Background: an optimization exercise with open tools, aiming at small area, a short achievable clock period and few clock cycles per item. Do not read the settings as production practice.
Only simulation tests tie the RTL to the original design; equivalence was not proved.
Power figures rest on the tool's default switching activity, not on a simulated workload.

$ cat design/flow/run.sh
#!/bin/bash
# synth_recipe.tcl (not shown) runs the flow's synth.tcl, then flattens the netlist and writes it again
# the make line also repeats each setting of config.mk as NAME=value (left out here)
make -C /OpenROAD-flow-scripts/flow DESIGN_CONFIG=/design/flow/config.mk WORK_HOME=/design/flow/orfs CLKGATE_MAP_FILE= SYNTH_SCRIPT=/design/flow/synth_recipe.tcl finish
$ cat design/flow/config.mk
export PLATFORM = sky130hd
export DESIGN_NAME = net_64_33_9_10_16_3
export DESIGN_NICKNAME = net_64_33_9_10_16_3
export VERILOG_FILES = /design/flow/design.v
export SDC_FILE = /design/flow/constraint.sdc
export NUM_CORES = 4
export LEC_CHECK = 0
export ABC_AREA = 1
export CAP_MARGIN = 20
export CORE_MARGIN = 2
export CORE_UTILIZATION = 40
export CTS_CLUSTER_DIAMETER = 80
export CTS_CLUSTER_SIZE = 30
export PLACE_DENSITY = 0.6
export SETUP_SLACK_MARGIN = 5
export SLEW_MARGIN = 20
$ cat design/flow/constraint.sdc
create_clock -name core_clock -period 9.0 [get_ports {clk}]
set_input_delay 1.8000 -clock core_clock [delete_from_list [all_inputs] [get_ports {clk}]]
set_output_delay 1.8000 -clock core_clock [all_outputs]
set_load 0.01 [all_outputs]
$ cat design/flow/design.v
module net_64_33_9_10_16_3(clk, reset, x_data, x_valid, x_ready, y_data, y_valid, y_ready);
   input clk, reset, x_valid, y_ready;
   input signed [15:0] x_data;
   output x_ready, y_valid;
   output signed [15:0] y_data;
   function automatic integer f1(input integer k);
      case (k)
        0: f1 = -1;  1: f1 = 5;   2: f1 = 2;   3: f1 = -4;  4: f1 = 0;
        5: f1 = 4;   6: f1 = -5;  7: f1 = 0;   8: f1 = -5;  9: f1 = -5;
        10: f1 = 1;  11: f1 = -8; 12: f1 = -4; 13: f1 = 7;  14: f1 = 6;
        15: f1 = 0;  16: f1 = 5;  17: f1 = -3; 18: f1 = -6; 19: f1 = -2;
        20: f1 = 2;  21: f1 = 1;  22: f1 = 5;  23: f1 = 2;  24: f1 = -7;
        25: f1 = 3;  26: f1 = -7; 27: f1 = -2; 28: f1 = 5;  29: f1 = 2;
        30: f1 = 7;  31: f1 = -3; 32: f1 = -1;
        default: f1 = 0;
      endcase
   endfunction
   function automatic integer f2(input integer k);
      case (k)
        0: f2 = 1;  1: f2 = 1;  2: f2 = 7;  3: f2 = -2; 4: f2 = 4;
        5: f2 = -1; 6: f2 = 1;  7: f2 = 7;  8: f2 = -7;
        default: f2 = 0;
      endcase
   endfunction
   function automatic integer f3(input integer k);
      case (k)
        0: f3 = 1;  1: f3 = -5; 2: f3 = -8; 3: f3 = -1; 4: f3 = 3;
        5: f3 = 5;  6: f3 = 4;  7: f3 = 5;  8: f3 = -5; 9: f3 = -2;
        default: f3 = 0;
      endcase
   endfunction
   function automatic integer iabs(input integer v);
      iabs = (v < 0) ? -v : v;
   endfunction
   logic ne, fu, xrdy, yv;
   logic [14:0] ob0, ob1;             
   wire adv = !fu;
   assign x_ready = xrdy;
   assign y_valid = yv;
   assign y_data = {1'b0, ob0};
   wire accept = x_valid && adv && !reset;
   logic [5:0] cnt;                   
   always_ff @(posedge clk) begin
      if (reset) cnt <= 6'd0;
      else if (accept) cnt <= cnt + 6'd1;
   end
   logic vx, v1, vy1, v2, vy2, v3;
   logic [5:0] jx, j1, jy1, j2, jy2, j3;
   always_ff @(posedge clk) begin
      if (reset) begin
         vx <= 1'b0; v1 <= 1'b0; vy1 <= 1'b0; v2 <= 1'b0; vy2 <= 1'b0; v3 <= 1'b0;
      end else if (adv) begin
         vx <= accept; v1 <= vx; vy1 <= v1; v2 <= vy1; vy2 <= v2; v3 <= vy2;
      end
   end
   always_ff @(posedge clk) begin
      if (adv) begin
         jx <= cnt; j1 <= jx; jy1 <= j1; j2 <= jy1; jy2 <= j2; j3 <= jy2;
      end
   end
   logic signed [15:0] xr;
   always_ff @(posedge clk) if (adv) xr <= x_data;
   logic signed [15:0] pr1 [1:8];
   wire signed [15:0] p1 [1:8];
   logic e1 [1:8];
   genvar m, k;
   generate
      for (m = 1; m <= 8; m = m + 1) begin : gp1
         wire signed [19:0] xe = xr;
         wire signed [19:0] v;
         if (m == 3 || m == 6) begin : a3
            wire signed [19:0] t3 = xe + (xe <<< 1);
            assign v = t3 <<< (m / 3 - 1);
         end else if (m == 5) begin : a5
            assign v = xe + (xe <<< 2);
         end else if (m == 7) begin : a7
            assign v = (xe <<< 3) - xe;
         end else begin : sh
            assign v = xe <<< $clog2(m);
         end
         wire hi = !v[19] && (|v[18:15]);
         wire lo = v[19] && !(&v[18:15]);
         always_ff @(posedge clk) if (adv) e1[m] <= hi || lo || (v[19:15] == 5'b11111 && v[14:0] == 15'd0);
         if (m == 1 || m == 3 || m == 5 || m == 7) begin : r
            always_ff @(posedge clk) if (adv) pr1[m] <= hi ? 16'sh7fff : lo ? 16'sh8000 : v[15:0];
            assign p1[m] = pr1[m];
         end else begin : d
            localparam integer B = (m == 6) ? 3 : 1;
            localparam integer S = (m == 6) ? 1 : $clog2(m);
            wire signed [15:0] sv = {pr1[B][15], {15{!pr1[B][15]}}};
            assign p1[m] = e1[m] ? sv : (pr1[B] <<< S);
         end
      end
   endgenerate
   logic [14:0] y1r, y2r;
   logic [14:0] pr2 [1:8];
   wire [14:0] p2 [1:8];
   logic e2 [1:8];
   logic [14:0] pr3 [1:8];
   wire [14:0] p3 [1:8];
   logic e3 [1:8];
   generate
      for (m = 1; m <= 8; m = m + 1) begin : gp23
         wire [17:0] ya = y1r;
         wire [17:0] yb = y2r;
         wire [17:0] va, vb;
         if (m == 3) begin : a3
            assign va = ya + (ya << 1);
            assign vb = yb + (yb << 1);
         end else if (m == 5) begin : a5
            assign va = ya + (ya << 2);
            assign vb = yb + (yb << 2);
         end else if (m == 7) begin : a7
            assign va = (ya << 3) - ya;
            assign vb = (yb << 3) - yb;
         end else begin : sh
            assign va = ya << $clog2(m);
            assign vb = yb << $clog2(m);
         end
         if (m == 1 || m == 2 || m == 4 || m == 7) begin : u2
            always_ff @(posedge clk) if (adv) e2[m] <= |va[17:15];
            if (m == 1 || m == 7) begin : r
               always_ff @(posedge clk) if (adv) pr2[m] <= (|va[17:15]) ? 15'h7fff : va[14:0];
               assign p2[m] = pr2[m];
            end else begin : d
               assign p2[m] = e2[m] ? 15'h7fff : (pr2[1] << $clog2(m));
            end
         end
         if (m != 6 && m != 7) begin : u3
            always_ff @(posedge clk) if (adv) e3[m] <= |vb[17:15];
            if (m == 1 || m == 3 || m == 5) begin : r
               always_ff @(posedge clk) if (adv) pr3[m] <= (|vb[17:15]) ? 15'h7fff : vb[14:0];
               assign p3[m] = pr3[m];
            end else begin : d
               assign p3[m] = e3[m] ? 15'h7fff : (pr3[1] << $clog2(m));
            end
         end
      end
   endgenerate
   wire l2 = v2 && j2[5];                   
   wire l3 = v3 && (j3 >= 6'd40);           
   logic signed [15:0] R [0:31];
   wire signed [15:0] S [0:32];             
   generate
      for (k = 1; k <= 32; k = k + 1) begin : g
         localparam integer F1 = f1(k);
         wire [15:0] b1 = (F1 == 0) ? 16'd0 : (F1 < 0) ? ~p1[iabs(F1)] : p1[iabs(F1)];
         wire c1 = (F1 < 0) ? !e1[iabs(F1)] : 1'b0;
         wire [15:0] b;
         wire ci;
         if (k <= 8) begin : s2
            localparam integer F = f2(k);
            wire own = l2 && (j2 >= 6'd32 + k) && (j2 <= 6'd55 + k);
            wire [15:0] bo = (F < 0) ? {1'b1, ~p2[iabs(F)]} : {1'b0, p2[iabs(F)]};
            wire co = (F < 0) ? !e2[iabs(F)] : 1'b0;
            assign b = own ? bo : b1;
            assign ci = own ? co : c1;
         end else if (k <= 17) begin : s3
            localparam integer F = f3(k - 8);
            wire own = l3 && (j3 >= 6'd32 + k) && (j3 <= 6'd46 + k);
            wire [15:0] bo = (F < 0) ? {1'b1, ~p3[iabs(F)]} : {1'b0, p3[iabs(F)]};
            wire co = (F < 0) ? !e3[iabs(F)] : 1'b0;
            assign b = own ? bo : b1;
            assign ci = own ? co : c1;
         end else begin : s1
            assign b = b1;
            assign ci = c1;
         end
         satadd u(.a(R[k-1]), .b(b), .ci(ci), .s(S[k]));
      end
   endgenerate
   wire w1 = adv && v1;
   wire own2_0 = l2 && (j2 <= 6'd55);       
   wire own3_0 = l3 && (j3 <= 6'd54);       
   always_ff @(posedge clk) begin
      if ((w1 && !j1[5]) || (adv && own2_0))
         R[0] <= own2_0 ? {1'b0, p2[1]} : (~p1[1] + {15'd0, !e1[1]});
   end
   generate
      for (k = 1; k <= 31; k = k + 1) begin : wr
         if (k <= 7) begin : s2
            wire own = l2 && (j2 >= 6'd32 + k) && (j2 <= 6'd55 + k);
            always_ff @(posedge clk)
               if ((w1 && j1 >= k && j1 <= k + 31) || (adv && own)) R[k] <= S[k];
         end else if (k == 8) begin : s30
            always_ff @(posedge clk)
               if ((w1 && j1 >= 8 && j1 <= 39) || (adv && own3_0))
                  R[k] <= own3_0 ? {1'b0, p3[1]} : S[k];
         end else if (k <= 16) begin : s3
            wire own = l3 && (j3 >= 6'd32 + k) && (j3 <= 6'd46 + k);
            always_ff @(posedge clk)
               if ((w1 && j1 >= k && j1 <= k + 31) || (adv && own)) R[k] <= S[k];
         end else begin : s1
            always_ff @(posedge clk) if (w1) R[k] <= S[k];
         end
      end
   endgenerate
   always_ff @(posedge clk) begin
      if (adv) begin
         y1r <= S[32][15] ? 15'd0 : S[32][14:0];
         y2r <= S[8][15] ? 15'd0 : S[8][14:0];
      end
   end
   wire [14:0] yo = S[17][15] ? 15'd0 : S[17][14:0];
   wire push = adv && l3 && (j3 >= 6'd49);
   wire pop = ne && y_ready;
   wire ne_n = fu || push || (ne && !pop);
   wire fu_n = fu ? !pop : (ne && push && !pop);
   always_ff @(posedge clk) begin
      if (reset) begin
         ne <= 1'b0; fu <= 1'b0; xrdy <= 1'b1; yv <= 1'b0;
      end else begin
         ne <= ne_n; fu <= fu_n; xrdy <= !fu_n; yv <= ne_n;
      end
   end
   always_ff @(posedge clk) begin
      if (fu) begin
         if (pop) ob0 <= ob1;
      end else if (push) begin
         if (!ne || pop) ob0 <= yo;
         else ob1 <= yo;
      end
   end
endmodule
module satadd(input [15:0] a, input [15:0] b, input ci, output [15:0] s);
   wire [15:0] g = a & b;
   wire [15:0] q = a ^ b;
   wire [16:0] c;
   assign c[0] = ci;
   genvar k;
   generate
      for (k = 0; k < 4; k = k + 1) begin : blk
         wire [3:0] gg = g[4*k +: 4];
         wire [3:0] pp = q[4*k +: 4];
         wire cb = c[4*k];
         assign c[4*k+1] = gg[0] | (pp[0] & cb);
         assign c[4*k+2] = gg[1] | (pp[1] & gg[0]) | (pp[1] & pp[0] & cb);
         assign c[4*k+3] = gg[2] | (pp[2] & gg[1]) | (pp[2] & pp[1] & gg[0])
                           | (pp[2] & pp[1] & pp[0] & cb);
         assign c[4*k+4] = gg[3] | (pp[3] & gg[2]) | (pp[3] & pp[2] & gg[1])
                           | (pp[3] & pp[2] & pp[1] & gg[0]) | (&pp & cb);
      end
   endgenerate
   wire [15:0] sum = q ^ c[15:0];
   wire ovf = (a[15] == b[15]) && (sum[15] != a[15]);
   assign s = ovf ? {a[15], {15{!a[15]}}} : sum;
endmodule
==> impl_metrics.toml, run 1 <==
[timing]
fin_tns_setup_ns = 0
min_period_ns = 3.92
tightest_slew_ns = 1.12
fmax_mhz = 255
maxSlewViolCount = 0
timing.final.setup_violations = 0
slew_headroom_pct = 25.6
rsz0062_at_grt = "true"
hold_viol_final = 0
period_share_pct = 43.6
finalClockSkew_ns = 0.0735

[yosys]
ys_ff_latch = 791
synth_top_family_by_area = "adder cells"
seq_area_frac_synth_pct = 40.9
ys.flop_type = "edfxtp_1"
synth_warnings = 15
async_flop_share_pct = 0
syn_inst = 6433
yosysTopAreaCell = "edfxtp_1"
syn_nets = 7166
synth_edf_count = 776
synthSimpleGateAreaFrac_pct = 16.1
muxShareOfSynthArea_pct = 0
synth_xor_area_share_pct = 5.42
ys_types = 69
synth_fa_ha_area_share_pct = 17.2
synth_area_mm2 = 0.0577
synth_compound_area_share_pct = 13.5
yosys-top-cells-area = "edfxtp_1 (40%), ha_1 (13%), nand2_1 (8.5%)"
synth_top_area_share_pct = 40.4
synth_area_per_cell_um2 = 8.97

[die]
io_pins = 38
dieWidth_um = 384
row_count = 139
core_area_mm2 = 0.143
die-area_mm2 = 0.147
start_util_pct = 40.3
die_h_um = 384

[detailed_routing]
drcViolationCount = 0
drtPass1Iterations = 9
drtAntennaViolNets = 0
via_per_inst = 5.58
avgRoutedWirePerCell_um = 23.4
vias = 47600
drt-initial-drc-count = 5210
wl_mm = 200

[clocking]
cts_made_buffers = 60
clock_latency_ns = 0.74
cts_tree = "done"
clockBufferDepth = 3
clkTransAtPathRegs_ns = 0.11
cts.sinks = 791
postCtsHoldBufs = 0
htreeDepth = 2
cts_root_buf = "clkbuf_16"

[critical_path]
reg2reg_depth = 21
rrSetupSlack_ns = 5.08
path_cells = "buf_4, nand2_4, a21oi_4, buf_6, nand3_4, or2_4, o22ai_1, inv_1, ha_1, nand3_1, nand2_1, a21o_1, nand4_1, nand3_1, inv_1, o21ai_2, nand2_1, nand3b_1, buf_4, clkinvlp_4, o21ai_0"
r2r_start = "j3[5]"
rr_endpoint = "R[14][5]"
crit_type = "reg -> reg"
crit_fanout = 11
cp_slowest_stage_delay_ns = 0.40
worstSetupEndpointType = "flop"
start_kind = "flop"
required_ns = 9.53
cp.arrival_ns = 4.46
slowest_stage = "edfxtp_1"

[finish]
fin_cells = 8529
area_delta_synth_final_pct = 11.8
drive_above_1_share_pct = 8.03
nets = 7304
multi_input_area_mm2 = 0.0308
fillers = 13900
regArea_mm2 = 0.0236

[place]
dp.cells = 8274
routabilityCongestion = 0.978
dp_hpwl_mm = 152
portBuffers = 36

[global_routing]
grt_pass1_wl_mm = 283
overflow = 0
grt_pass1_vias = 43800
grt_max_degree = 139
grt_usage_pct = 26.0
grt_antenna_before_repair = 7

[worst_hold_path]
min_delay_path_depth = 0
worstHoldStart = "jx[3]"
hp-class = "reg -> reg"
holdPathEnd = "j1[3]"

[pwr]
p_per_area_mw_per_mm2 = 203
power.leakage_uw = 0.0292
ir_worst_vdd_mv = 0.160

[run_status]
outcome = "complete, no violations"

[job]
max-cap-violations = 0
==> area by class of cell <==
cell class	instances	area share, %
well taps	1903	3.69
clock buffers	62	2.37
diodes	4	0.0155
repair inverters	4	0.0427
clock inverters	51	1.35
repair buffers	223	2.98
flip-flops and latches	791	36.6
inverters	863	5.11
multi-input cells	4628	47.8
==> worst max-delay path: cells and delay by family (launching register included) <==
kind / cells / cell delay, ns
adder cells (fa/ha/maj): 1 / 0.32
AND/OR/NAND/NOR: 9 / 1.37
buffers and inverters: 6 / 0.79
AO/OA/AOI/OAI: 5 / 0.85
flip-flops: 1 / 0.40
==> repair_timing <==
action | in CTS | in global routing
resized for setup | 42 | 155
setup buffers | 9 | 113
cloned | 2 | 13
setup endpoints to repair | 307 | 482
pin swaps | 3 | 50
==> cell usage in the layout (no fill, tap or decap), drive strengths merged, types with 12 or more instances in the layout <==
cell,count
nor3,46
o211ai,19
clkbuf,68
clkdlybuf4s50,36
nor2,250
inv,880
edfxtp,776
a21o,59
and3,22
o21ai,576
dfxtp,15
a221oi,27
nand3b,37
xor2,179
o31ai,12
a21oi,520
o22ai,23
clkinvlp,13
xnor2,178
clkinv,24
a22oi,17
fa,132
a31oi,81
nand3,371
buf,181
nand4,60
ha,581
nand2,1362
==> worst max path at each step <==
stage,start,end,cells past startpoint
global placement,fu,R[26][10],6
finish,j3[5],R[14][5],21
CTS,j3[5],R[11][13],19
detailed placement,j2[4],R[5][8],20
floorplan,j3[5],R[14][13],20
global route,j3[3],R[11][13],22
==> Yosys cell counts (4+ instances only) <==
cell / n
nand2_1: 1306
inv_1: 847
edfxtp_1: 776
ha_1: 581
o21ai_0: 536
a21oi_1: 513
nand3_1: 359
nor2_1: 241
xor2_1: 179
xnor2_1: 178
fa_1: 132
clkbuf_1: 105
a31oi_1: 81
nand4_1: 60
a21o_1: 59
nand2_2: 47
nor3_1: 46
nand3b_1: 34
buf_2: 33
a221oi_1: 27
o21ai_1: 24
o22ai_1: 23
and3_1: 22
o211ai_1: 19
a22oi_1: 17
dfxtp_1: 15
o21ai_2: 14
a221o_1: 11
o31ai_1: 11
or2_2: 11
inv_2: 9
nand3_2: 8
a211oi_1: 7
buf_4: 7
nand2_4: 7
o21bai_1: 7
a21oi_2: 6
buf_1: 6
buf_6: 6
clkinv_1: 6
nor2_2: 5
o2111ai_1: 5
a21boi_0: 4
a41oi_1: 4
==> where the power goes <==
part | switching (uW) | internal [uW] | total (uW)
combinational | 3070 | 1630 | 4700
clock | 1800 | 1460 | 3250
sequential | 509 | 4650 | 5160
==> cells by family after synthesis <==
kind of cell / count (synthesis)
xor gates and xnor gates: 357
buffers and inverters: 1021
DFF: 791
AOI/OAI and AO/OA: 1391
adders and majority gates: 713
other: 1
and+or+nand+nor: 2159
==> per-layer routing <==
metal | global-route usage, % | wire (um) | vias up
met5 | 0 | 0 | -
li1 | - | - | 22400
met1 | 35.4 | 83400 | 22800
met3 | 2.70 | 14900 | 432
met4 | 13.0 | 12000 | 0
met2 | 41.3 | 89600 | 1902
==> registers in the layout (all words and copies together) (netlist names), 15 cells and up <==
name and flops:
R 512, pr1 64, pr3 44, pr2 30
xr 16, ob0 15, ob1 15, y1r 15
y2r 15
==> per-stage QoR <==
stage          worst slack (ns)  util (%)  cell area (um^2)  total power (uW)  hold WS (ns)
2_1_floorplan              5.31         -             57700              8010         0.400
3_3_place_gp               4.50      42.0             60300              9680         0.400
3_5_place_dp               4.44      42.0             60300              9720         0.405
4_1_cts                    4.86      43.9             62900             13000         0.432
5_1_grt                    4.87      45.0             64500             13700         0.438
6_report                   5.08      45.0             64500             13100         0.430
Testbench counts, summed over its fixed seeds: cycles 4,152, vectors 64.
==> run 2, diff against run 1 <==
--- a/design/flow/design.v
+++ b/design/flow/design.v
@@ -46,9 +46,9 @@
    end
-   logic vx, v1, vy1, v2, vy2, v3;
-   logic [5:0] jx, j1, jy1, j2, jy2, j3;
+   logic vx, v1, vy1, v2, vy2;
+   logic [5:0] jx, j1, jy1, j2, jy2;
    always_ff @(posedge clk) begin
       if (reset) begin
-         vx <= 1'b0; v1 <= 1'b0; vy1 <= 1'b0; v2 <= 1'b0; vy2 <= 1'b0; v3 <= 1'b0;
+         vx <= 1'b0; v1 <= 1'b0; vy1 <= 1'b0; v2 <= 1'b0; vy2 <= 1'b0;
       end else if (adv) begin
-         vx <= accept; v1 <= vx; vy1 <= v1; v2 <= vy1; vy2 <= v2; v3 <= vy2;
+         vx <= accept; v1 <= vx; vy1 <= v1; v2 <= vy1; vy2 <= v2;
       end
@@ -57,3 +57,3 @@
       if (adv) begin
-         jx <= cnt; j1 <= jx; jy1 <= j1; j2 <= jy1; jy2 <= j2; j3 <= jy2;
+         jx <= cnt; j1 <= jx; jy1 <= j1; j2 <= jy1; jy2 <= j2;
       end
@@ -65,3 +65,2 @@
    logic e1 [1:8];
-   genvar m, k;
    generate
@@ -139,4 +138,26 @@
    endgenerate
-   wire l2 = v2 && j2[5];                   
-   wire l3 = v3 && (j3 >= 6'd40);           
+   logic [16:0] u1;
+   logic [8:0] o2;
+   logic [9:0] o3;
+   genvar m, k;
+   generate
+      for (k = 0; k <= 16; k = k + 1) begin : gu1
+         always_ff @(posedge clk) begin
+            if (reset) u1[k] <= 1'b0;
+            else if (adv) u1[k] <= vx && (jx >= k) && (jx <= k + 31);
+         end
+      end
+      for (k = 0; k <= 8; k = k + 1) begin : go2
+         always_ff @(posedge clk) begin
+            if (reset) o2[k] <= 1'b0;
+            else if (adv) o2[k] <= vy1 && (jy1 >= 32 + k) && (jy1 <= 55 + k);
+         end
+      end
+      for (k = 0; k <= 9; k = k + 1) begin : go3
+         always_ff @(posedge clk) begin
+            if (reset) o3[k] <= 1'b0;
+            else if (adv) o3[k] <= vy2 && (jy2 >= 40 + k) && (jy2 <= 54 + k);
+         end
+      end
+   endgenerate
    logic signed [15:0] R [0:31];
@@ -152,3 +173,3 @@
             localparam integer F = f2(k);
-            wire own = l2 && (j2 >= 6'd32 + k) && (j2 <= 6'd55 + k);
+            wire own = o2[k];
             wire [15:0] bo = (F < 0) ? {1'b1, ~p2[iabs(F)]} : {1'b0, p2[iabs(F)]};
@@ -159,3 +180,3 @@
             localparam integer F = f3(k - 8);
-            wire own = l3 && (j3 >= 6'd32 + k) && (j3 <= 6'd46 + k);
+            wire own = o3[k - 8];
             wire [15:0] bo = (F < 0) ? {1'b1, ~p3[iabs(F)]} : {1'b0, p3[iabs(F)]};
@@ -172,7 +193,5 @@
    wire w1 = adv && v1;
-   wire own2_0 = l2 && (j2 <= 6'd55);       
-   wire own3_0 = l3 && (j3 <= 6'd54);       
-   always_ff @(posedge clk) begin
-      if ((w1 && !j1[5]) || (adv && own2_0))
-         R[0] <= own2_0 ? {1'b0, p2[1]} : (~p1[1] + {15'd0, !e1[1]});
+   always_ff @(posedge clk) begin
+      if (adv && (u1[0] || o2[0]))
+         R[0] <= o2[0] ? {1'b0, p2[1]} : (~p1[1] + {15'd0, !e1[1]});
    end
@@ -181,13 +200,8 @@
          if (k <= 7) begin : s2
-            wire own = l2 && (j2 >= 6'd32 + k) && (j2 <= 6'd55 + k);
-            always_ff @(posedge clk)
-               if ((w1 && j1 >= k && j1 <= k + 31) || (adv && own)) R[k] <= S[k];
+            always_ff @(posedge clk) if (adv && (u1[k] || o2[k])) R[k] <= S[k];
          end else if (k == 8) begin : s30
             always_ff @(posedge clk)
-               if ((w1 && j1 >= 8 && j1 <= 39) || (adv && own3_0))
-                  R[k] <= own3_0 ? {1'b0, p3[1]} : S[k];
+               if (adv && (u1[8] || o3[0])) R[k] <= o3[0] ? {1'b0, p3[1]} : S[k];
          end else if (k <= 16) begin : s3
-            wire own = l3 && (j3 >= 6'd32 + k) && (j3 <= 6'd46 + k);
-            always_ff @(posedge clk)
-               if ((w1 && j1 >= k && j1 <= k + 31) || (adv && own)) R[k] <= S[k];
+            always_ff @(posedge clk) if (adv && (u1[k] || o3[k - 8])) R[k] <= S[k];
          end else begin : s1
@@ -204,3 +218,3 @@
    wire [14:0] yo = S[17][15] ? 15'd0 : S[17][14:0];
-   wire push = adv && l3 && (j3 >= 6'd49);
+   wire push = adv && o3[9];
    wire pop = ne && y_ready;
==> run 2 against run 1 <==
Against the previous run:
- synthesized area increased by 2.5%
- fmax increased by 2.2%
- worst setup slack improved by 0.085 ns
- largest power group unchanged
- critical path depth shrank 16
- clock skew is 0.032 ns lower
- clock-buffer cell count decreased by 7
- first-iteration DRC count down 3.4%
- highest routed layer is now met5
- power down 5.9%
- worst hold slack lost 0.0024 ns
- combinational power fell by 9.4%
==> impl_metrics.toml, run 2 <==
[run_status]
outcome = "complete, no violations"

[global_routing]
overflow = 0
grt_antenna_before_repair = 7
grt_usage_pct = 24.3
grt_pass1_wl_mm = 276
grt_max_degree = 141
grt_pass1_vias = 44200

[die]
core_area_mm2 = 0.147
row_count = 141
start_util_pct = 40.2
io_pins = 38
die_h_um = 388
dieWidth_um = 388
die-area_mm2 = 0.151

[finish]
nets = 7452
regMostFlops = "R"
mostFrequentLayoutCell = "nand2_1"
area_delta_synth_final_pct = 7.75
largest_registers = "R x512, pr1 x64, pr3 x45"
drive_above_1_share_pct = 5.10
most-common-layout-cells = "nand2_1 (1,530), inv_1 (821), edfxtp_1 (770), ha_1 (581), a21oi_1 (545)"
fillers = 14400
final_cell_area_mm2 = 0.0637
largest_reg_flops = 512
post-route-util_pct = 43.3

[detailed_routing]
drtAntennaViolNets = 0
avgRoutedWirePerCell_um = 21.5
drtPass1Iterations = 6
drt-initial-drc-count = 5034
drcViolationCount = 0
via_per_inst = 5.46
vias = 47500
wl_mm = 187

[critical_path]
start_kind = "flop"
required_ns = 9.30
critPathCapture = "R[24][7]"
crit_type = "reg -> reg"
startpoint = "fu"
reg2reg_depth = 5
rrSetupSlack_ns = 5.16
r2r_start = "fu"
worstSetupEndpointType = "flop"
rr_endpoint = "R[24][7]"
crit_fanout = 140
cp.arrival_ns = 4.14

[yosys]
synth_area_mm2 = 0.0591
ys_ff_latch = 820
ys.flop_type = "edfxtp_1"
synth_warnings = 15
synth_common_cells = "nand2_1 (1,534), inv_1 (823), edfxtp_1 (770)"
async_flop_share_pct = 0
ys_types = 61
synth_edf_count = 770
yosys-top-cells-area = "edfxtp_1 (39%), ha_1 (12%), nand2_1 (9.7%)"
synth_top_area_share_pct = 39.1
synth_most_common_cell = "nand2_1"
yosysTopAreaCell = "edfxtp_1"
syn_inst = 6702
syn_nets = 7435
seq_area_frac_synth_pct = 40.8
synth_area_per_cell_um2 = 8.82

[timing]
maxSlewViolCount = 0
tightest_slew_ns = 1.00
period_share_pct = 42.7
fin_tns_setup_ns = 0
finalClockSkew_ns = 0.0418
hold_viol_final = 0
timing.final.setup_violations = 0
min_period_ns = 3.84
rsz0062_at_grt = "false"
fmax_mhz = 260
slew_headroom_pct = 32.5

[pwr]
switchingPower_uw = 4820
power_frac_seq_pct = 41.9
clockPowerShare_pct = 23.5
p_per_area_mw_per_mm2 = 194
p_sw_share_pct = 39.1
ir_worst_vdd_mv = 0.149
p_int_uw = 7500
power_frac_comb_pct = 34.6
power.leakage_uw = 0.0284

[place]
routabilityCongestion = 0.973
portBuffers = 36
place_area_mm2 = 0.0615
dp_hpwl_mm = 145

[clocking]
htreeDepth = 2
cts.sinks = 820
clock_latency_ns = 0.72
postCtsHoldBufs = 0
clockBufferDepth = 3
cts_made_buffers = 52
cts_root_buf = "clkbuf_16"
cts_tree = "done"
clkTransAtPathRegs_ns = 0.11

[worst_hold_path]
hp-class = "reg -> reg"

[job]
max-cap-violations = 0
[run 2: cell count changes after synthesis, moves of 14 or more]
cell,change
nand2_1,+228
o21ai_0,-48
a21o_1,-25
inv_1,-24
xnor2_1,-14
nand3_1,-30
a221oi_1,-19
buf_4,+17
a31oi_1,-22
nor2_1,+109
dfxtp_1,+35
a21oi_1,+32
clkbuf_1,-42
mux2i_1,+28
[run 2: cells by family (layout without fill, tap and decap cells)]
kind of cell,count (synthesis),count (layout),share of synthesized area [%]
buffers and inverters,994,1052,6.77
xor gates and xnor gates,343,343,5.08
DFF,820,820,40.8
and+or+nand+nor,2463,2463,17.5
adders and majority gates,713,713,16.8
other,1,2,0.00635
muxes,28,28,0.474
AOI/OAI and AO/OA,1340,1340,12.5
[run 2: worst max-delay path, cell delays in order, from the launching register on]
cell	delay [ns]
dfxtp_4	0.75
clkinv_8	0.43
nand2_4	0.29
clkinvlp_4	0.63
buf_4	0.66
buf_12	0.35
[run 2: repair_timing]
item	4_1_cts	5_1_grt
setup buffers	3	14
cloned	0	1
gates resized for setup	2	20
endpoints found under the setup margin	71	206
[run 2: metrics by stage]
step                      worst slack, ns  hold slack, ns  cells  total power, uW
after floorplan                      4.34           0.400   6702             7960
after global placement               4.90           0.401   8576             9360
after detailed placement             4.81           0.405   8576             9410
after CTS                            5.00           0.428   8674            12300
after global routing                 4.97           0.441   8690            13000
final                                5.16           0.427   8691            12300
[run 2: power groups by stage]
stage          Sequential (uW)  Combinational [uW]  Clock [uW]
6_report                  5170                4260        2900
5_1_grt                   5180                4750        3080
4_1_cts                   5160                4190        2950
3_5_place_dp              5250                4160           0
3_3_place_gp              5250                4110           0
2_1_floorplan             4990                2970           0
[run 2: layout make-up]
type / instances / area [um^2] / area share (%)
timing repair buffer: 112 / 946 / 1.49
clock buffer: 55 / 1360 / 2.13
tap: 1930 / 2410 / 3.79
sequential: 820 / 24100 / 37.9
inverter: 844 / 3190 / 5.01
multi-input combinational: 4888 / 31000 / 48.7
timing repair inverter: 1 / 5.00 / 0.00786
antenna: 1 / 2.50 / 0.00393
clock inverter: 40 / 617 / 0.969
[run 2: worst min path at each step]
stage          start  endpoint  slack [ns]  cells after the start
2_1_floorplan  j1[0]    jy1[0]        0.40                      0
3_3_place_gp   j1[5]    jy1[5]        0.40                      0
3_5_place_dp   j1[1]    jy1[1]        0.40                      0
4_1_cts        j1[1]    jy1[1]        0.43                      0
5_1_grt        j1[5]    jy1[5]        0.44                      0
6_report       j1[1]    jy1[1]        0.43                      0
[run 2: metal layers]
metal  global-route usage, %  routed length (um)  up-vias
met2                    37.2               81000     1722
li1                        -                   -    22900
met3                    3.07               13600      353
met1                    33.7               81100    22600
met5                       0                  19        -
met4                    12.6               11400        2
Testbench counts of run 2, summed over its fixed seeds: cycles 4,152, vectors 64.
==> run 3, diff against run 2 <==
--- a/design/flow/design.v
+++ b/design/flow/design.v
@@ -82,3 +82,3 @@
          always_ff @(posedge clk) if (adv) e1[m] <= hi || lo || (v[19:15] == 5'b11111 && v[14:0] == 15'd0);
-         if (m == 1 || m == 3 || m == 5 || m == 7) begin : r
+         if (m != 6 && m != 8) begin : r
             always_ff @(posedge clk) if (adv) pr1[m] <= hi ? 16'sh7fff : lo ? 16'sh8000 : v[15:0];
@@ -163,2 +163,3 @@
    logic signed [15:0] R [0:31];
+   logic r0c;
    wire signed [15:0] S [0:32];             
@@ -177,3 +178,7 @@
             assign b = own ? bo : b1;
-            assign ci = own ? co : c1;
+            if (k == 1) begin : c0
+               assign ci = r0c;
+            end else begin : cn
+               assign ci = own ? co : c1;
+            end
          end else if (k <= 17) begin : s3
@@ -194,4 +199,6 @@
    always_ff @(posedge clk) begin
-      if (adv && (u1[0] || o2[0]))
-         R[0] <= o2[0] ? {1'b0, p2[1]} : (~p1[1] + {15'd0, !e1[1]});
+      if (adv && (u1[0] || o2[0])) begin
+         R[0] <= o2[0] ? {1'b0, p2[1]} : ~p1[1];
+         r0c <= o2[0] ? 1'b0 : !e1[1];
+      end
    end
==> design/flow/flow/run.sh (new file) <==
#!/bin/bash
set -euo pipefail
MARGIN=6
export SETUP_SLACK_MARGIN=$MARGIN
bash standard.sh SETUP_SLACK_MARGIN=$MARGIN finish > standard_flow.log 2>&1
==> design/flow/standard.sh (new file) <==
#!/bin/bash
# synth_recipe.tcl (not shown) runs the flow's synth.tcl, then flattens the netlist and writes it again
# the make line also repeats each setting of config.mk as NAME=value (left out here)
make -C /OpenROAD-flow-scripts/flow DESIGN_CONFIG=/design/flow/config.mk WORK_HOME=/design/flow/orfs CLKGATE_MAP_FILE= SYNTH_SCRIPT=/design/flow/synth_recipe.tcl "${@:-finish}"
--- a/design/flow/config.mk
+++ b/design/flow/config.mk
@@ -10,7 +10,4 @@
 export CORE_MARGIN = 2
-export CORE_UTILIZATION = 40
-export CTS_CLUSTER_DIAMETER = 80
-export CTS_CLUSTER_SIZE = 30
-export PLACE_DENSITY = 0.6
-export SETUP_SLACK_MARGIN = 5
+export CORE_UTILIZATION = 60
+export PLACE_DENSITY = 0.75
 export SLEW_MARGIN = 20
removed: design/flow/run.sh
==> run 3 against run 2 <==
Against the previous run:
- critical path depth fell by 4
- clock skew down 0.011 ns
- power grew 16%
- sequential power is 4.1% higher
- final cell count decreased by 2.8%
- wire length increased by 8.1%
- via count grew 9.7%
- fmax is 23% higher
- global-route usage grew 13 points
- largest power group unchanged
==> impl_metrics.toml, run 3 <==
[detailed_routing]
drt-initial-drc-count = 6888
drcViolationCount = 0
vias = 52100
wl_mm = 202
drtPass1Iterations = 7
avgRoutedWirePerCell_um = 23.9
drtAntennaViolNets = 0
via_per_inst = 6.17

[clocking]
htreeDepth = 3
cts_made_buffers = 93
cts.sinks = 852
postCtsHoldBufs = 0
clockBufferDepth = 3
clock_latency_ns = 0.71
clkTransAtPathRegs_ns = 0.06
cts_root_buf = "clkbuf_16"
cts_tree = "done"

[critical_path]
crit_type = "reg -> out"
crit_fanout = 1
slowest_stage = "edfxtp_1"
critical-path-top-delay-family = "flip-flops"
worstSetupEndpointType = "primary output"
path_buf_inv = 1
cp_slowest_stage_delay_ns = 0.45
required_ns = 7.20
cp.arrival_ns = 1.33
path_cells = "buf_2"
start_kind = "flop"

[timing]
hold_viol_final = 0
timing.final.setup_violations = 0
fin_tns_setup_ns = 0
tightest_slew_ns = 1.35
finalClockSkew_ns = 0.0304
min_period_ns = 3.13
period_share_pct = 34.7
finalWorstSetupSlack_ns = 5.87
slew_headroom_pct = 9.52
maxSlewViolCount = 0
rsz0062_at_grt = "true"
hold_ws_ns = 0.418
fmax_mhz = 320

[global_routing]
grt_pass1_wl_mm = 284
grt_usage_pct = 37.5
grt_max_degree = 132
overflow = 0
grt_antenna_before_repair = 12
grt_pass1_vias = 46800

[yosys]
ys.flop_type = "edfxtp_1"
synth_edf_count = 802
synth_warnings = 15
synth_area_per_cell_um2 = 8.90
synth_top_area_share_pct = 40.2
synth_most_common_cell = "nand2_1"
syn_nets = 7459
yosys-top-cells-area = "edfxtp_1 (40%), ha_1 (12%), nand2_1 (9.7%)"
synth_area_mm2 = 0.0599
yosysTopAreaCell = "edfxtp_1"
async_flop_share_pct = 0
ys_types = 64
synth_common_cells = "nand2_1 (1,551), inv_1 (831), edfxtp_1 (802)"
ys_ff_latch = 852
syn_inst = 6725
seq_area_frac_synth_pct = 41.9

[job]
max-cap-violations = 0

[finish]
largest_registers = "R x512, pr1 x95, pr3 x45"
most-common-layout-cells = "nand2_1 (1,484), edfxtp_1 (802), inv_1 (785), ha_1 (566), a21oi_1 (534)"
mostFrequentLayoutCell = "nand2_1"
area_delta_synth_final_pct = 15.1
fin_cells = 8448
largest_reg_flops = 512
nets = 7810
drive_above_1_share_pct = 13.3
regMostFlops = "R"

[pwr]
finalPower_uw = 14300
ir_worst_vdd_mv = 0.192
p_per_area_mw_per_mm2 = 207
power.leakage_uw = 0.0312

[die]
dieWidth_um = 320
start_util_pct = 60.7
row_count = 115
io_pins = 38
die-area_mm2 = 0.102
die_h_um = 320
core_area_mm2 = 0.0987

[place]
place_worst_setup_slack_ns = 4.82
dp_hpwl_mm = 145
dp.cells = 7944
routabilityCongestion = 1.05
portBuffers = 36

[worst_hold_path]
hp-class = "reg -> reg"

[run_status]
outcome = "complete, no violations"
## run 3: changes by cell type in the layout (fill, tap and decap cells not counted), sizes merged, moves of 31 or more
cell      previous run  this run
inv                854       822
clkinvlp             4        47
edfxtp             770       802
a21oi              563       594
clkbuf              55       112
buf                 77       372
## run 3: stage by stage
stage / utilization, % / instance area (um^2)
floorplan: - / 59900
global placement: 62.2 / 61400
detailed placement: 62.2 / 61400
CTS: 66.9 / 66100
global route: 69.8 / 68900
finish: 69.8 / 68900
## run 3: worst reg2reg max path, delay by kind of cell, from the launching register on
kind / cells / cell delay (ns)
AND/OR/NAND/NOR: 7 / 0.64
adder cells (fa/ha/maj): 2 / 0.89
flip-flops: 1 / 0.54
buffers and inverters: 3 / 0.28
AO/OA/AOI/OAI: 4 / 0.45
## run 3: worst paths after layout
| check | depth (start not counted) | startpoint | endpoint | slack (ns) |
|---|---|---|---|---|
| max reg2reg | 16 | pr1[3][15] | R[14][12] | 5.96 |
| max | 1 | ob0[12] | y_data[12] | 5.87 |
| min reg2reg | 0 | j1[1] | jy1[1] | 0.42 |
| min | 0 | j1[1] | jy1[1] | 0.42 |
## run 3: logic make-up after synthesis
group / synth area share [%]
AOI/OAI and AO/OA: 12.6
xor gates and xnor gates: 4.94
adders and majority gates: 16.6
buffers and inverters: 6.70
DFF: 41.9
muxes: 0.100
other: 0.00626
and+or+nand+nor: 17.2
## run 3: layout make-up
cell class,instances,area (um^2)
Antenna cell,5,12.5
Clock buffer,110,2470
Clock inverter,65,797
Fill cell,7485,29800
Inverter,844,3330
Multi-Input combinational cell,4882,32100
Sequential cell,852,25100
Tap cell,1287,1610
Timing Repair Buffer,392,3440
Timing Repair inverter,11,67.6
## run 3: where the power goes
part	total [uW]	internal (uW)	switching [uW]	leakage, uW
clock	4180	2420	1770	0.00159
combinational	4680	1690	2990	0.0214
sequential	5380	4900	483	0.00815
total	14300	9010	5240	0.0312
## run 3: timing repair
| action | in CTS | in global routing |
|---|---|---|
| pin swaps | 19 | 79 |
| gates resized for setup | 211 | 331 |
| setup endpoints to repair | 794 | 652 |
| buffers inserted | 113 | 191 |
| gates cloned | 4 | 15 |
## run 3: per-layer routing
layer	part of all wire [%]	up-vias	GRT usage [%]
li1	-	23700	-
met1	37	24400	49.1
met2	43	3310	56.0
met3	13	704	10.1
met4	7.5	8	22.7
met5	0.029	-	0
Testbench counts of run 3, summed over its fixed seeds: cycles 4,152, vectors 64.
==> run 4, diff against run 3 <==
--- a/design/flow/design.v
+++ b/design/flow/design.v
@@ -82,3 +82,3 @@
          always_ff @(posedge clk) if (adv) e1[m] <= hi || lo || (v[19:15] == 5'b11111 && v[14:0] == 15'd0);
-         if (m != 6 && m != 8) begin : r
+         if (m == 1 || m == 3 || m == 5 || m == 7) begin : r
             always_ff @(posedge clk) if (adv) pr1[m] <= hi ? 16'sh7fff : lo ? 16'sh8000 : v[15:0];
==> design/flow/flow/run.sh (replaced) <==
#!/bin/bash
set -euo pipefail
MARGIN=5.8
export SETUP_SLACK_MARGIN=$MARGIN
bash standard.sh SETUP_SLACK_MARGIN=$MARGIN finish > standard_flow.log 2>&1
==> run 4 against run 3 <==
Against the previous run:
- still clean on timing, DRC and antenna
- worst hold slack better by 0.0022 ns
- utilization is 1.9 points lower
- flip-flop and latch count is 31 lower
- wire length is 7.9% lower
==> impl_metrics.toml, run 4 <==
[critical_path]
start_kind = "flop"
rr_endpoint = "R[23][15]"
crit_type = "reg -> reg"
required_ns = 9.46
crit_fanout = 5
reg2reg_depth = 12
worstSetupEndpointType = "flop"
rrSetupSlack_ns = 5.77
r2r_start = "e1[2]"
cp.arrival_ns = 3.69

[yosys]
synth_fa_ha_area_share_pct = 16.8
synthSimpleGateAreaFrac_pct = 17.9
synth_area_mm2 = 0.0589
async_flop_share_pct = 0
synth_common_cells = "nand2_1 (1,575), inv_1 (809), edfxtp_1 (771)"
muxShareOfSynthArea_pct = 0.493
ys.flop_type = "edfxtp_1"
syn_inst = 6666
syn_nets = 7397
synth_warnings = 15
ys_ff_latch = 821
synth_top_family_by_area = "simple AND/OR/NAND/NOR gates"
seq_area_frac_synth_pct = 41.0
synth_xor_area_share_pct = 5.05
ys_types = 59
yosys-top-cells-area = "edfxtp_1 (39%), ha_1 (12%), nand2_1 (10%)"
synth_area_per_cell_um2 = 8.84
yosysTopAreaCell = "edfxtp_1"
synth_top_area_share_pct = 39.3
synth_compound_area_share_pct = 12.0
synth_edf_count = 771
synth_most_common_cell = "nand2_1"

[die]
core_area_mm2 = 0.0970
row_count = 114
dieWidth_um = 317
start_util_pct = 60.7
io_pins = 38
die-area_mm2 = 0.101
die_h_um = 317

[global_routing]
overflow = 0
grt_usage_pct = 36.2
grt_antenna_before_repair = 13
grt_max_degree = 173
grt_pass1_vias = 45300
grt_pass1_wl_mm = 271

[detailed_routing]
avgRoutedWirePerCell_um = 22.7
drtAntennaViolNets = 0
drt-initial-drc-count = 6046
drtPass1Iterations = 7
drcViolationCount = 0
wl_mm = 186
via_per_inst = 6.01
vias = 49400

[timing]
finalClockSkew_ns = 0.0462
rsz0062_at_grt = "true"
fin_tns_setup_ns = 0
tightest_slew_ns = 1.06
period_share_pct = 35.9
maxSlewViolCount = 0
slew_headroom_pct = 29.6
min_period_ns = 3.23
hold_viol_final = 0
timing.final.setup_violations = 0
fmax_mhz = 310

[clocking]
cts_root_buf = "clkbuf_16"
htreeDepth = 3
clock_latency_ns = 0.70
cts.sinks = 821
cts_made_buffers = 91
clkTransAtPathRegs_ns = 0.06
clockBufferDepth = 3
cts_tree = "done"

[finish]
area_delta_synth_final_pct = 11.9
fillers = 7665
nets = 7583
mostFrequentLayoutCell = "nand2_1"
largest_registers = "R x512, pr1 x64, pr3 x44"
drive_above_1_share_pct = 10.0
most-common-layout-cells = "nand2_1 (1,533), inv_1 (788), edfxtp_1 (771), ha_1 (569), a21oi_1 (524)"
final_cell_area_mm2 = 0.0659
regMostFlops = "R"
largest_reg_flops = 512

[pwr]
power.leakage_uw = 0.0301
ir_worst_vdd_mv = 0.177
finalPower_uw = 13800
p_per_area_mw_per_mm2 = 209

[place]
routabilityCongestion = 1.05
place_area_mm2 = 0.0605
dp_hpwl_mm = 138
portBuffers = 36

[run_status]
outcome = "complete, no violations"

[worst_hold_path]
worstHoldStart = "j1[0]"
min_delay_path_depth = 0
hp-class = "reg -> reg"
holdPathEnd = "jy1[0]"

[job]
max-cap-violations = 0
==> run 4: changes by cell type in the layout (fill, tap and decap cells not counted), moves of 30 or more <==
cell,previous run,this run
buf_4,303,171
nand2_1,1484,1533
o21ai_0,420,375
a21oi_2,56,19
edfxtp_1,802,771
clkinvlp_4,41,11
==> run 4: where the power goes <==
part	switching [uW]	internal, uW	total, uW
registers	486	4770	5260
clock network	1690	2170	3870
logic	2960	1680	4640
total	5140	8620	13800
==> run 4: metrics by stage <==
step | worst slack, ns | utilization, % | hold slack (ns) | instances
finish | 5.77 | 68.0 | 0.420 | 8211
global route | 5.68 | 67.9 | 0.419 | 8206
CTS | 5.80 | 66.2 | 0.412 | 8103
detailed placement | 4.89 | 62.4 | 0.405 | 7881
global placement | 5.04 | 62.3 | 0.400 | 7880
floorplan | 4.34 | - | 0.400 | 6666
==> run 4: cell families (layout without fill, tap and decap cells) <==
logic type,Yosys count,count (layout)
fa+ha+maj,711,711
flops,821,821
simple gates,2509,2516
compound gates,1276,1276
buf+inv,981,1238
other cells,1,6
mux,29,29
xor+xnor,338,338
==> run 4: area by class of cell <==
class	count	area (um^2)	share of cell area, %
multi-input cells	4871	31800	48.2
repair buffers	239	2130	3.23
diodes	5	12.5	0.0190
clock buffers	98	2350	3.56
well taps	1276	1600	2.42
inverters	828	3170	4.81
flip-flops and latches	821	24200	36.7
clock inverters	73	696	1.06
==> run 4: timing repair <==
action	4_1_cts	5_1_grt
hold buffers	0	0
gates cloned	0	8
endpoints found under the setup margin	546	646
pin swaps	3	56
gates resized for setup	133	227
setup buffers	51	95
==> run 4: worst max path at each step <==
stage,from,end,slack (ns),cells after the start
4_1_cts,o3[6],R[14][13],5.80,14
3_5_place_dp,e1[2],R[2][2],4.89,18
5_1_grt,pr1[1][15],R[11][13],5.68,17
6_report,e1[2],R[23][15],5.77,12
3_3_place_gp,e1[2],R[2][10],5.04,18
2_1_floorplan,fu,R[17][0],4.34,5
==> run 4: critical path, stage by stage, from the launching register on <==
cell,delay (ns)
edfxtp_1,0.50
buf_6,0.18
buf_4,0.13
nand2_4,0.08
o21ai_1,0.21
buf_4,0.24
inv_1,0.13
ha_1,0.37
a21oi_1,0.23
nor2_1,0.09
nor2_1,0.26
nand2_1,0.18
o21ai_0,0.39
==> run 4: per-layer routing <==
metal,vias to the layer above,GRT usage [%],routed length (um),part of all wire (%)
li1,23100,-,-,-
met1,23000,48.4,71500,38
met2,2675,53.4,79200,42
met3,645,6.74,20200,11
met4,10,25.4,15300,8.2
met5,-,0,69,0.037
Testbench counts of run 4, summed over its fixed seeds: cycles 4,152, vectors 64.
==> run 5, diff against run 4 <==
==> design/flow/flow/run.sh (replaced) <==
#!/bin/bash
set -euo pipefail
MARGIN=6
export SETUP_SLACK_MARGIN=$MARGIN
bash standard.sh SETUP_SLACK_MARGIN=$MARGIN finish > standard_flow.log 2>&1
==> run 5 against run 4 <==
Against the previous run:
- first-iteration DRC count fell by 3.7%
- critical endpoint is now R[19][2]
- non-clock buffer count grew 186
- clock power grew 3%
==> impl_metrics.toml, run 5 <==
[die]
start_util_pct = 60.7
die-area_mm2 = 0.101
core_area_mm2 = 0.0970
dieWidth_um = 317
io_pins = 38
die_h_um = 317
row_count = 114

[yosys]
yosysTopAreaCell = "edfxtp_1"
synth_common_cells = "nand2_1 (1,575), inv_1 (809), edfxtp_1 (771)"
syn_nets = 7397
async_flop_share_pct = 0
synth_most_common_cell = "nand2_1"
synth_area_mm2 = 0.0589
yosys-top-cells-area = "edfxtp_1 (39%), ha_1 (12%), nand2_1 (10%)"
ys_ff_latch = 821
syn_inst = 6666
ys_types = 59
synth_edf_count = 771
synth_top_area_share_pct = 39.3
ys.flop_type = "edfxtp_1"
synth_warnings = 15
seq_area_frac_synth_pct = 41.0
synth_area_per_cell_um2 = 8.84

[detailed_routing]
drtAntennaViolNets = 0
wl_mm = 197
drtPass1Iterations = 8
avgRoutedWirePerCell_um = 23.4
drt-initial-drc-count = 5823
drcViolationCount = 0
vias = 51500
via_per_inst = 6.12

[timing]
fin_tns_setup_ns = 0
finalClockSkew_ns = 0.0311
rsz0062_at_grt = "true"
timing.final.setup_violations = 0
finalWorstSetupSlack_ns = 5.62
tightest_slew_ns = 1.03
fmax_mhz = 296
min_period_ns = 3.38
maxSlewViolCount = 0
period_share_pct = 37.6
hold_viol_final = 0
slew_headroom_pct = 31.5

[finish]
area_delta_synth_final_pct = 18.9
largest_registers = "R x512, pr1 x64, pr3 x44"
drive_above_1_share_pct = 17.8
largest_reg_flops = 512
most-common-layout-cells = "nand2_1 (1,443), edfxtp_1 (771), inv_1 (752), ha_1 (523), a21oi_1 (462)"
fin_cells = 8408
regMostFlops = "R"
mostFrequentLayoutCell = "nand2_1"
fillers = 6943
nets = 7786

[clocking]
cts.sinks = 821
htreeDepth = 3
cts_root_buf = "clkbuf_16"
clkTransAtPathRegs_ns = 0.06
cts_made_buffers = 91
postCtsHoldBufs = 0
cts_tree = "done"
clockBufferDepth = 3
clock_latency_ns = 0.69

[critical_path]
rrSetupSlack_ns = 5.62
crit_type = "reg -> reg"
critPathCapture = "R[19][2]"
r2r_start = "pr1[1][14]"
worstSetupEndpointType = "flop"
rr_endpoint = "R[19][2]"
start_kind = "flop"
cp.arrival_ns = 3.78
crit_fanout = 9
reg2reg_depth = 6
required_ns = 9.40
startpoint = "pr1[1][14]"

[worst_hold_path]
min_delay_path_depth = 0
hp-class = "reg -> reg"

[global_routing]
grt_pass1_vias = 45900
grt_pass1_wl_mm = 273
grt_max_degree = 92
grt_antenna_before_repair = 11
grt_usage_pct = 36.5
overflow = 0

[place]
portBuffers = 36
routabilityCongestion = 1.04
dp_hpwl_mm = 137
place_worst_setup_slack_ns = 4.95
dp.cells = 7883

[pwr]
power.leakage_uw = 0.0315
ir_worst_vdd_mv = 0.180
p_per_area_mw_per_mm2 = 206

[job]
max-cap-violations = 0

[run_status]
outcome = "complete, no violations"
run 5: cell counts after synthesis:
No cell type changed its count.
run 5: metrics by stage:
stage	total power (uW)	cell area, um^2	util (%)	hold slack [ns]
4_1_cts	13700	65400	67.5	0.417
5_1_grt	15000	70000	72.2	0.424
6_report	14400	70100	72.2	0.417
3_3_place_gp	9410	60500	62.4	0.401
3_5_place_dp	9520	60500	62.4	0.405
2_1_floorplan	8070	59000	-	0.400
run 5: final cells by class:
cell class | count | area (um^2) | share of cell area (%)
Multi-Input combinational cell | 4885 | 34100 | 48.6
Sequential cell | 821 | 24200 | 34.5
Timing Repair Buffer | 425 | 3860 | 5.51
Inverter | 828 | 3210 | 4.58
Clock buffer | 104 | 2370 | 3.38
Tap cell | 1276 | 1600 | 2.28
Clock inverter | 64 | 753 | 1.08
Timing Repair inverter | 3 | 22.5 | 0.0321
Antenna cell | 2 | 5.00 | 0.00714
run 5: worst max-delay path: stages (launching register included):
cell and delay [ns]:
edfxtp_1 0.84, inv_1 0.38, o21ai_2 0.68, inv_1 0.33, nand2_1 0.22, nor2_4 0.09, o21ai_0 0.55
run 5: routing by layer:
| layer | share of wire [%] | track usage [%] | vias up |
|---|---|---|---|
| li1 | - | - | 23500 |
| met1 | 37 | 48.7 | 24300 |
| met2 | 42 | 53.4 | 2896 |
| met3 | 11 | 6.67 | 789 |
| met4 | 9.0 | 26.6 | 10 |
| met5 | 0.034 | 0 | - |
run 5: timing repair:
action | CTS | global route
pin swaps | 45 | 219
cloned | 6 | 24
gates resized for setup | 324 | 672
buffers inserted | 121 | 204
endpoints found under the setup margin | 771 | 672
run 5: worst min-delay path by stage:
stage / startpoint / slack (ns) / end
floorplan: j1[0] / 0.40 / jy1[0]
global placement: j1[2] / 0.40 / jy1[2]
detailed placement: j1[4] / 0.40 / jy1[4]
CTS: j1[1] / 0.42 / jy1[1]
global route: j1[3] / 0.42 / jy1[3]
finish: j1[1] / 0.42 / jy1[1]
run 5: where the power goes:
group | total [uW] | internal, uW | switching, uW
registers | 5260 | 4770 | 491
logic | 5190 | 1960 | 3230
clock network | 3990 | 2330 | 1660
run 5: cell families after synthesis:
group | count (synthesis) | synth area share (%)
simple gates | 2509 | 17.9
compound gates | 1276 | 12.0
buf+inv | 981 | 6.74
flops | 821 | 41.0
fa+ha+maj | 711 | 16.8
xor+xnor | 338 | 5.05
mux | 29 | 0.493
other cells | 1 | 0.00637
==> run 6, diff against run 5 <==
--- a/design/flow/design.v
+++ b/design/flow/design.v
@@ -39,3 +39,4 @@
    assign y_valid = yv;
-   assign y_data = {1'b0, ob0};
+   logic [14:0] ydn;                  
+   assign y_data = {1'b0, ~ydn};
    wire accept = x_valid && adv && !reset;
@@ -82,3 +83,3 @@
          always_ff @(posedge clk) if (adv) e1[m] <= hi || lo || (v[19:15] == 5'b11111 && v[14:0] == 15'd0);
-         if (m == 1 || m == 3 || m == 5 || m == 7) begin : r
+         if (m != 6 && m != 8) begin : r
             always_ff @(posedge clk) if (adv) pr1[m] <= hi ? 16'sh7fff : lo ? 16'sh8000 : v[15:0];
@@ -236,9 +237,7 @@
    end
-   always_ff @(posedge clk) begin
-      if (fu) begin
-         if (pop) ob0 <= ob1;
-      end else if (push) begin
-         if (!ne || pop) ob0 <= yo;
-         else ob1 <= yo;
-      end
+   wire [14:0] ob0_n = fu ? (pop ? ob1 : ob0) : (push && (!ne || pop)) ? yo : ob0;
+   always_ff @(posedge clk) begin
+      ob0 <= ob0_n;
+      ydn <= ~ob0_n;
+      if (!fu && push && ne && !pop) ob1 <= yo;
    end
==> run 6 against run 5 <==
Against the previous run:
- still clean
- die area increased by 2.9%
- worst setup slack improved by 0.32 ns
- final cell count is 1.5% higher
- global-route usage is 0.32 points higher
- sequential power rose by 4.9%
- power down 0.62%
- synthesized area up 3.0%
- register-to-register slack improved by 0.32 ns
- largest cell class unchanged
- largest power group unchanged
==> impl_metrics.toml, run 6 <==
[timing]
fmax_mhz = 327
rsz0062_at_grt = "true"
tightest_slew_ns = 1.35
slew_headroom_pct = 9.36
min_period_ns = 3.06
fin_tns_setup_ns = 0
finalWorstSetupSlack_ns = 5.94
finalClockSkew_ns = 0.0246
period_share_pct = 34.0
maxSlewViolCount = 0
timing.final.setup_violations = 0
hold_viol_final = 0

[clocking]
postCtsHoldBufs = 0
htreeDepth = 3
cts.sinks = 867
clkTransAtPathRegs_ns = 0.06
clockBufferDepth = 3
cts_tree = "done"
cts_root_buf = "clkbuf_16"
clock_latency_ns = 0.70
cts_made_buffers = 96

[yosys]
syn_inst = 6809
synth_warnings = 15
seq_area_frac_synth_pct = 41.9
syn_nets = 7542
synth_most_common_cell = "nand2_1"
ys_types = 59
async_flop_share_pct = 0
synth_top_area_share_pct = 39.7
synth_area_mm2 = 0.0607
yosys-top-cells-area = "edfxtp_1 (40%), ha_1 (12%), nand2_1 (9.6%)"
ys.flop_type = "edfxtp_1"
yosysTopAreaCell = "edfxtp_1"
synth_edf_count = 802
synth_common_cells = "nand2_1 (1,554), inv_1 (881), edfxtp_1 (802)"
synth_area_per_cell_um2 = 8.91
ys_ff_latch = 867

[critical_path]
worstSetupEndpointType = "flop"
crit_fanout = 7
rrSetupSlack_ns = 5.94
required_ns = 9.44
start_kind = "flop"
cp.arrival_ns = 3.50
crit_type = "reg -> reg"

[die]
row_count = 116
die-area_mm2 = 0.104
dieWidth_um = 322
core_area_mm2 = 0.100
io_pins = 38
start_util_pct = 60.6
die_h_um = 322

[global_routing]
grt_usage_pct = 36.8
grt_pass1_vias = 47000
overflow = 0
grt_antenna_before_repair = 11
grt_max_degree = 170
grt_pass1_wl_mm = 283

[finish]
drive_above_1_share_pct = 13.8
fin_cells = 8532
post-route-util_pct = 69.7
area_delta_synth_final_pct = 15.0
most-common-layout-cells = "nand2_1 (1,457), inv_1 (822), edfxtp_1 (802), ha_1 (561), a21oi_1 (546)"
fillers = 7567
regMostFlops = "R"
largest_registers = "R x512, pr1 x95, pr3 x45"
regArea_mm2 = 0.0255
final_cell_area_mm2 = 0.0698
largest_reg_flops = 512
nets = 7879
multi_input_area_mm2 = 0.0326
mostFrequentLayoutCell = "nand2_1"

[place]
place_worst_setup_slack_ns = 5.24
place_area_mm2 = 0.0621
dp.cells = 8009
dp_hpwl_mm = 144
portBuffers = 36
routabilityCongestion = 0.993

[job]
max-cap-violations = 0

[detailed_routing]
drt-initial-drc-count = 7105
vias = 52300
wl_mm = 200
drcViolationCount = 0
drtPass1Iterations = 7
avgRoutedWirePerCell_um = 23.4
drtAntennaViolNets = 0
via_per_inst = 6.13

[pwr]
p_per_area_mw_per_mm2 = 206
power.leakage_uw = 0.0318
ir_worst_vdd_mv = 0.169

[run_status]
outcome = "complete, no violations"

[worst_hold_path]
hp-class = "reg -> reg"
## run 6: path summary, 6_finish.rpt
check / start / to / cells after the start
setup / recovery: e3[4] / R[14][0] / 14
hold / removal: j2[5] / jy2[5] / 0
setup reg to reg: e3[4] / R[14][0] / 14
hold reg to reg: j2[5] / jy2[5] / 0
## run 6: logic make-up (layout without fill, tap and decap cells)
logic type,Yosys count,after routing,share of synthesized area [%]
DFF,867,867,41.9
and+or+nand+nor,2398,2408,16.7
AOI/OAI and AO/OA,1418,1418,13.1
buffers and inverters,1068,1475,7.03
adders and majority gates,713,713,16.3
other,1,9,0.00618
xor gates and xnor gates,344,344,4.98
## run 6: through the flow
stage               power (uW)  hold WS [ns]
global placement          9570         0.404
detailed placement        9660         0.407
CTS                      13800         0.419
global route             14900         0.427
finish                   14400         0.417
floorplan                 8200         0.400
## run 6: layout make-up
cell class / instances / share of cell area (%)
Clock buffer: 129 / 3.80
Inverter: 893 / 4.97
Multi-Input combinational cell: 4884 / 46.8
Antenna cell: 8 / 0.0287
Sequential cell: 867 / 36.5
Clock inverter: 49 / 0.680
Tap cell: 1298 / 2.33
Timing Repair Buffer: 394 / 4.87
Timing Repair inverter: 10 / 0.0986
## run 6: repair_timing
| action | 4_1_cts | 5_1_grt |
|---|---|---|
| buffers inserted | 102 | 211 |
| gates resized for setup | 224 | 403 |
| endpoints found under the setup margin | 750 | 738 |
| pin swaps | 8 | 129 |
| cloned | 5 | 19 |
## run 6: worst max-delay path, cell delays in order, from the launching register on
cell      delay, ns
edfxtp_1       0.52
nor2_4         0.31
a22oi_2        0.15
ha_1           0.37
buf_4          0.16
a21oi_1        0.17
and3_1         0.18
nand2_1        0.07
nand4_1        0.09
nand3_2        0.11
buf_4          0.16
nand3_2        0.12
nand2_2        0.12
nand2_2        0.18
nand2_1        0.08
## run 6: where the power goes
part / internal (uW) / leakage [uW] / switching [uW] / total, uW
clock: 2300 / 0.00153 / 1710 / 4010
combinational: 1810 / 0.0220 / 3010 / 4820
sequential: 4980 / 0.00829 / 539 / 5520
## run 6: metal layers
metal / GRT usage (%) / vias up / routed length (um)
met4: 22.7 / 12 / 14800
met2: 55.0 / 3149 / 85400
met1: 48.2 / 24600 / 73900
li1: - / 24000 / -
met5: 0 / - / 76
met3: 9.05 / 624 / 25400
Testbench counts of run 6, summed over its fixed seeds: cycles 4,152, vectors 64.
==> run 7, diff against run 6 <==
==> design/flow/flow/run.sh (replaced) <==
#!/bin/bash
set -euo pipefail
MARGIN=6.2
export SETUP_SLACK_MARGIN=$MARGIN
bash standard.sh SETUP_SLACK_MARGIN=$MARGIN finish > standard_flow.log 2>&1
==> run 7 against run 6 <==
Against the previous run:
- clock-buffer cell count stayed put
- combinational power is 21% higher
- fmax is 7.5% lower
- power is 7.7% higher
- worst hold slack better by 0.0015 ns
- critical path depth is 3 higher
==> impl_metrics.toml, run 7 <==
[run_status]
outcome = "complete, no violations"

[clocking]
postCtsHoldBufs = 0
htreeDepth = 3
clockBufferDepth = 3
cts_root_buf = "clkbuf_16"
cts.sinks = 867
cts_made_buffers = 98
cts_tree = "done"
clock_latency_ns = 0.71
clkTransAtPathRegs_ns = 0.06

[global_routing]
grt_max_degree = 86
grt_pass1_wl_mm = 297
grt_usage_pct = 38.7
overflow = 0
grt_pass1_vias = 49200
grt_antenna_before_repair = 17

[timing]
rsz0062_at_grt = "true"
period_share_pct = 36.7
fmax_mhz = 303
maxSlewViolCount = 0
slew_headroom_pct = 19.1
tightest_slew_ns = 1.20
min_period_ns = 3.31
timing.final.setup_violations = 0
fin_tns_setup_ns = 0
finalClockSkew_ns = 0.0220
hold_viol_final = 0

[critical_path]
cp.arrival_ns = 3.74
crit_fanout = 4
required_ns = 9.44
start_kind = "flop"
crit_type = "reg -> reg"
worstSetupEndpointType = "flop"

[detailed_routing]
highest_layer = "met5"
wl_met1_mm = 77.5
drtAntennaViolNets = 0
drt-initial-drc-count = 7820
avgRoutedWirePerCell_um = 24.9
drtPass1Iterations = 11
via_per_inst = 6.31
route.met2.wl_mm = 92.9
wl_mm = 219
vias = 55500
wl_met3_mm = 29.2
drcViolationCount = 0

[pwr]
switchingPower_uw = 5820
power_frac_comb_pct = 37.6
p_per_area_mw_per_mm2 = 206
p_sw_share_pct = 37.7
power.leakage_uw = 0.0337
ir_worst_vdd_mv = 0.176
finalPower_uw = 15500
p_int_uw = 9630
power_frac_seq_pct = 35.5
clockPowerShare_pct = 26.8

[finish]
final_cell_area_mm2 = 0.0752
most-common-layout-cells = "nand2_1 (1,335), edfxtp_1 (802), inv_1 (761), ha_1 (498), a21oi_1 (485)"
area_delta_synth_final_pct = 24.0
drive_above_1_share_pct = 23.3
post-route-util_pct = 75.1
largest_registers = "R x512, pr1 x95, pr3 x45"
mostFrequentLayoutCell = "nand2_1"
largest_reg_flops = 512
nets = 8142
regMostFlops = "R"

[die]
io_pins = 38
dieWidth_um = 322
core_area_mm2 = 0.100
die_h_um = 322
row_count = 116
die-area_mm2 = 0.104
start_util_pct = 60.6

[yosys]
synth_top_area_share_pct = 39.7
syn_nets = 7542
seq_area_frac_synth_pct = 41.9
synth_warnings = 15
ys_types = 59
synth_area_mm2 = 0.0607
synth_common_cells = "nand2_1 (1,554), inv_1 (881), edfxtp_1 (802)"
ys.flop_type = "edfxtp_1"
ys_ff_latch = 867
synth_most_common_cell = "nand2_1"
synth_area_per_cell_um2 = 8.91
yosys-top-cells-area = "edfxtp_1 (40%), ha_1 (12%), nand2_1 (9.6%)"
yosysTopAreaCell = "edfxtp_1"
syn_inst = 6809
synth_edf_count = 802
async_flop_share_pct = 0

[job]
max-cap-violations = 0

[place]
dp_hpwl_mm = 145
portBuffers = 36
routabilityCongestion = 1.00
place_area_mm2 = 0.0621

[worst_hold_path]
hp-class = "reg -> reg"
-- run 7: worst max-delay path: stages (launching register included) --
cell	delay, ns
edfxtp_1	0.61
inv_1	0.28
a21oi_4	0.11
buf_12	0.15
o22ai_4	0.16
inv_2	0.08
ha_4	0.28
nand2_4	0.06
nor2_2	0.11
nand2_1	0.08
nand2_2	0.08
nand4_1	0.12
nand3_2	0.19
inv_2	0.05
fa_2	0.35
xnor2_1	0.17
nand2_1	0.08
nand2_1	0.06
-- run 7: worst paths after layout --
| kind | start | endpoint | slack [ns] | depth (start not counted) |
|---|---|---|---|---|
| worst min-delay path | j2[4] | jy2[4] | 0.42 | 0 |
| worst max register to register | pr1[3][3] | R[14][13] | 5.69 | 17 |
| worst max-delay path | pr1[3][3] | R[14][13] | 5.69 | 17 |
| worst min register to register | j2[4] | jy2[4] | 0.42 | 0 |
-- run 7: repair_timing --
action / in CTS / in global routing
endpoints found under the setup margin: 939 / 830
cloned: 17 / 20
resized for setup: 535 / 857
endpoints found under the hold margin: 0 / 0
pin swaps: 132 / 282
setup buffers: 300 / 256
-- run 7: logic make-up after synthesis --
logic type	synth area share (%)
AO/OA/AOI/OAI	13.1
XOR/XNOR	4.98
adder cells (fa/ha/maj)	16.3
buffers and inverters	7.03
flip-flops	41.9
other	0.00618
AND/OR/NAND/NOR	16.7
-- run 7: power groups by stage --
stage | registers, uW | logic [uW] | clock network [uW]
floorplan | 5250 | 2960 | 0
global placement | 5650 | 3950 | 0
detailed placement | 5640 | 4030 | 0
CTS | 5450 | 4690 | 4110
global route | 5470 | 6200 | 4280
finish | 5490 | 5820 | 4150
-- run 7: cell type report --
| type | instances | area [um^2] |
|---|---|---|
| Multi-Input combinational cell | 4888 | 35200 |
| Antenna cell | 18 | 45.0 |
| Clock inverter | 52 | 488 |
| Timing Repair inverter | 16 | 116 |
| Clock buffer | 129 | 2740 |
| Timing Repair Buffer | 645 | 5960 |
| Tap cell | 1298 | 1620 |
| Sequential cell | 867 | 25500 |
| Fill cell | 6538 | 24900 |
| Inverter | 893 | 3580 |
-- run 7: routing by layer --
layer  vias to the layer above  track usage [%]
met4                        26             26.5
met3                      1016             9.92
met5                         -                0
met1                     26000             50.4
met2                      3981             56.6
li1                      24500                -
-- run 7: stage by stage --
stage | hold slack [ns] | cells | worst slack [ns]
after floorplan | 0.400 | 6809 | 3.92
after global placement | 0.403 | 8014 | 5.30
after detailed placement | 0.405 | 8014 | 5.26
after CTS | 0.418 | 8512 | 5.97
after global routing | 0.430 | 8791 | 5.66
final | 0.418 | 8806 | 5.69

-- separate check: timing with driven ports --
How much do the figures lean on ideal ports? The routed layouts below were timed once more, with nothing changed but the port constraints. Step 1 sets driving cells, clkbuf_16 on the clock port and buf_2 on the other inputs (assumed; they add their load-dependent delay and slew). Step 2 moves the port delays by t, midway between the first and last clock arrival at a register: inputs arrive t later, outputs are due t later. That takes back most of the time a late clock gives input paths. Three values: ideal, step 1, step 2; two values: the first two.
run | shift t [ns] | setup slack, ns | hold slack, ns | clock arrival spread, ns
run 1 | 0.785 | 5.076 / 5.076 / 4.980 | 0.430 / 0.430 / 0.430 | 0.074 / 0.074
run 2 | 0.778 | 5.161 / 5.161 / 5.161 | 0.427 / 0.427 / 0.427 | 0.045 / 0.045
run 3 | 0.764 | 5.874 / 5.800 / 5.481 | 0.418 / 0.418 / 0.418 | 0.031 / 0.031
run 4 | 0.753 | 5.771 / 5.771 / 5.438 | 0.420 / 0.420 / 0.420 | 0.046 / 0.046
run 5 | 0.744 | 5.619 / 5.619 / 5.574 | 0.417 / 0.417 / 0.417 | 0.033 / 0.033
run 6 | 0.771 | 5.941 / 5.925 / 5.386 | 0.417 / 0.417 / 0.417 | 0.026 / 0.026
run 7 | 0.767 | 5.694 / 5.694 / 5.523 | 0.418 / 0.418 / 0.418 | 0.024 / 0.024
After both steps setup and hold are still met in every run listed. The setup slack of run 6, which loses most, moves by -0.016 ns with the drivers and by -0.555 ns with both steps.
